What follows belongs to an exercise in optimizing a design on an open flow for small area and a short achievable clock period; a production flow would make more cautious choices. Only simulation tests tie the RTL to the original design; equivalence was not proved. Power is estimated from default activity; no workload was simulated.

## indigo
==> flow/design.v <==
module rd_ao222n (
    input  wire a1, a2, b1, b2, c1, c2,
    output wire y
);
    assign y = ~((a1 & a2) | (b1 & b2) | (c1 & c2));
endmodule
module rd_ao22n (
    input  wire a1, a2, b1, b2,
    output wire y
);
    assign y = ~((a1 & a2) | (b1 & b2));
endmodule
module rd_o31ai (
    input  wire a1, a2, a3, b1,
    output wire y
);
    assign y = ~((a1 | a2 | a3) & b1);
endmodule
module rd_nand2 (
    input  wire a, b,
    output wire y
);
    assign y = ~(a & b);
endmodule
module rd_nand3 (
    input  wire a, b, c,
    output wire y
);
    assign y = ~(a & b & c);
endmodule
module rd_nand4 (
    input  wire a, b, c, d,
    output wire y
);
    assign y = ~(a & b & c & d);
endmodule
module rd_or31 (
    input  wire [30:0] sel,
    input  wire [30:0] d,
    output wire [2:0]  y
);
    wire [10:0] t;
    genvar p;
    generate
        for (p = 0; p < 10; p = p + 1) begin : g_tri
            rd_ao222n u_ao (
                .a1(sel[3*p]),   .a2(d[3*p]),
                .b1(sel[3*p+1]), .b2(d[3*p+1]),
                .c1(sel[3*p+2]), .c2(d[3*p+2]),
                .y (t[p])
            );
        end
    endgenerate
    rd_nand2 u_last (.a(sel[30]), .b(d[30]), .y(t[10]));
    rd_nand4 u_n0 (.a(t[0]), .b(t[1]), .c(t[2]), .d(t[3]), .y(y[0]));
    rd_nand4 u_n1 (.a(t[4]), .b(t[5]), .c(t[6]), .d(t[7]), .y(y[1]));
    rd_nand3 u_n2 (.a(t[8]), .b(t[9]), .c(t[10]), .y(y[2]));
endmodule
module fifo_mem #(
    parameter int DWIDTH = 32,
    parameter int NROWS  = 31
) (   
    input  wire              clk,
    input  wire [NROWS-1:0]  wsel, rsel,
    input  wire [DWIDTH-1:0] wdata,
    output wire [DWIDTH-1:0] rpart0, rpart1, rpart2
);  
    reg [DWIDTH-1:0] mem[NROWS];
    genvar i, j;
    generate
        for (i = 0; i < NROWS; i = i + 1) begin : g_row
            always @(posedge clk) begin
                if (wsel[i]) mem[i] <= wdata;
            end
        end
        for (j = 0; j < DWIDTH; j = j + 1) begin : g_bit
            wire [NROWS-1:0] col;
            for (i = 0; i < NROWS; i = i + 1) begin : g_col
                assign col[i] = mem[i][j];
            end
            rd_or31 u_or (.sel(rsel), .d(col), .y({rpart2[j], rpart1[j], rpart0[j]}));
        end
    endgenerate
endmodule
module sync_fifo #(
    parameter DWIDTH = 32,
    parameter AWIDTH = 5
) (
    input  wire              clk, rstn,
    input  wire              wren, rden,
    input  wire [DWIDTH-1:0] din,
    output wire [DWIDTH-1:0] dout,
    output wire              full,
    output wire              empty
);   
    localparam DEPTH = 1 << AWIDTH;
    localparam NROWS = DEPTH - 1;
    localparam JW = DEPTH / 2;
    reg [AWIDTH:0]   cnt;         
    reg              empty_q;     
    reg              one_q;       
    reg              full_q;      
    reg              nempty_q;    
    reg              nfull_q;     
    reg [JW-1:0]     wptr;        
    reg [NROWS-1:0]  rsel;        
    reg [DWIDTH-1:0] head;        
    wire do_wr = wren & nfull_q;
    wire do_rd = rden & nempty_q;
    wire load_din = ~nempty_q | (one_q & rden);
    wire load_buf = rden & nempty_q & ~one_q;
    wire hold = ~load_din & ~load_buf;
    wire wr_buf = do_wr & ~load_din;
    function automatic [JW-1:0] john_next(input [JW-1:0] p);
        john_next = {p[JW-2:0], ~(p[JW-1] & p[JW-2])};
    endfunction
    reg [NROWS-1:0] wsel;
    always @(*) begin
        for (int k = 0; k < NROWS; k = k + 1) begin
            if (k < JW - 1)
                wsel[k] = nfull_q & wptr[k] & ~wptr[k+1];
            else if (k == JW - 1)
                wsel[k] = nfull_q & wptr[JW-1] & wptr[0];
            else
                wsel[k] = nfull_q & ~wptr[k-JW] & wptr[k-JW+1];
        end
    end
    wire [DWIDTH-1:0] rpart0, rpart1, rpart2;
    fifo_mem #(
        .DWIDTH(DWIDTH),
        .NROWS (NROWS)
    ) u_fifomem (
        .clk   (clk),
        .wsel  (wsel),
        .rsel  (rsel),
        .wdata (din),
        .rpart0(rpart0),
        .rpart1(rpart1),
        .rpart2(rpart2)
    );
    wire [DWIDTH-1:0] head_nxt, hx, hy;
    genvar j;
    generate
        for (j = 0; j < DWIDTH; j = j + 1) begin : g_head
            rd_o31ai u_x (
                .a1(rpart0[j]), .a2(rpart1[j]), .a3(rpart2[j]), .b1(load_buf), .y(hx[j])
            );
            rd_ao22n u_y (.a1(load_din), .a2(din[j]), .b1(hold), .b2(head[j]), .y(hy[j]));
            rd_nand2 u_h (.a(hx[j]), .b(hy[j]), .y(head_nxt[j]));
        end
    endgenerate
    always @(posedge clk) begin
        head <= head_nxt;
    end
    wire inc = do_wr & ~do_rd;
    wire dec = do_rd & ~do_wr;
    wire [AWIDTH:0] cnt_up, cnt_dn;
    wire cnt_is31, cnt_is2;
    fifo_cnt_step u_step (
        .c   (cnt),
        .up  (cnt_up),
        .dn  (cnt_dn),
        .is31(cnt_is31),
        .is2 (cnt_is2)
    );
    wire empty_nxt = inc ? 1'b0 : dec ? one_q : ~nempty_q;
    wire one_nxt   = inc ? ~nempty_q : dec ? cnt_is2 : one_q;
    wire full_nxt  = inc ? cnt_is31 : dec ? 1'b0 : ~nfull_q;
    always @(posedge clk or negedge rstn) begin
        if (~rstn) begin
            cnt     <= 0;
            empty_q <= 1'b1;
            one_q   <= 1'b0;
            full_q  <= 1'b0;
            nempty_q <= 1'b0;
            nfull_q <= 1'b1;
            wptr    <= 1;
            rsel    <= 1;
        end else begin
            cnt     <= inc ? cnt_up : dec ? cnt_dn : cnt;
            empty_q <= empty_nxt;
            one_q   <= one_nxt;
            full_q  <= full_nxt;
            nempty_q <= ~empty_nxt;
            nfull_q <= ~full_nxt;
            if (wr_buf) wptr <= john_next(wptr);
            if (load_buf) rsel <= {rsel[NROWS-2:0], rsel[NROWS-1]};
        end
    end
    assign dout = head;
    assign empty = empty_q;
    assign full  = full_q;
endmodule
module fifo_cnt_step (
    input  wire [5:0] c,
    output wire [5:0] up,
    output wire [5:0] dn,
    output wire       is31,
    output wire       is2
);
    assign up   = c + 1'b1;
    assign dn   = c - 1'b1;
    assign is31 = c == 6'd31;
    assign is2  = c == 6'd2;
endmodule
Settings: LEC_CHECK=0, CAP_MARGIN=20, CORE_MARGIN=2, CORE_UTILIZATION=65, CTS_CLUSTER_DIAMETER=100, CTS_CLUSTER_SIZE=25, PLACE_DENSITY=0.85, SETUP_SLACK_MARGIN=2.05, SLEW_MARGIN=20, SYNTH_HIERARCHICAL=1, SYNTH_MINIMUM_KEEP_SIZE=0; clock period 4.0 ns.
run.sh (not shown) runs the stock make flow with config.mk's settings and CLKGATE_MAP_FILE= SYNTH_SCRIPT=/design/flow/synth_recipe.tcl, a recipe that flattens the netlist after the stock synthesis.
Per the final summary, indigo finished and its layout is clean on timing, DRC and antenna.
Changes in juniper relative to indigo:
-- flow/config.mk --
<<< indigo, line 10
export CORE_UTILIZATION = 65
>>> juniper, line 10
export CORE_UTILIZATION = 60
<<< indigo, line 13
export PLACE_DENSITY = 0.85
export SETUP_SLACK_MARGIN = 2.05
>>> juniper, line 13
export PLACE_DENSITY = 0.8
export SETUP_SLACK_MARGIN = 1.95
## What came out
Taking indigo as the reference, in juniper total clock network power fell about 1%, part of the power in the clock network fell 0.3 points, total power fell 0.11 mW.
## Diff of input files: violet against juniper
-- flow/config.mk --
<<< juniper, line 10
export CORE_UTILIZATION = 60
>>> violet, line 10
export CORE_UTILIZATION = 65
<<< juniper, line 13
export PLACE_DENSITY = 0.8
>>> violet, line 13
export PLACE_DENSITY = 0.85
==> comparison <==
- | proportion of cell area occupied by multi-input gates | violet vs juniper | 0.15 points lower |
- STATUS hold slack: violet wins against juniper
- Looking at juniper and violet, the global-route wire length before repair is a wash.

## separate check: timing with driven ports
No port has a modelled driver above. Below, the same layouts with a new extraction and two added sets of constraints.
Step 1, drivers: a clkbuf_16 drives clk and a buf_2 each remaining input, both assumed.
Step 2, shift: input delay + t, output delay - t, t = (earliest + latest rising clock arrival at the registers) / 2. This alone moves slack from input paths to output paths.
Three values: no drivers, after step 1, after step 2; two values: the first two.
run	t (ns)	slack for setup (ns)	hold WS [ns]	latest minus earliest clock arrival (ns)	pins driven straight from the clock port
indigo	0.702	1.862 / 1.862 / 1.311	0.349 / 0.307 / 0.472	0.024 / 0.024	1
juniper	0.680	1.881 / 1.869 / 1.327	0.076 / 0.070 / 0.478	0.028 / 0.028	1
violet	0.698	1.716 / 1.716 / 1.582	0.269 / 0.233 / 0.482	0.033 / 0.034	1
After both steps setup and hold are still met in every run listed. For juniper, which loses most, drivers alone change the setup slack by -0.012 ns; drivers and shift together by -0.554 ns.
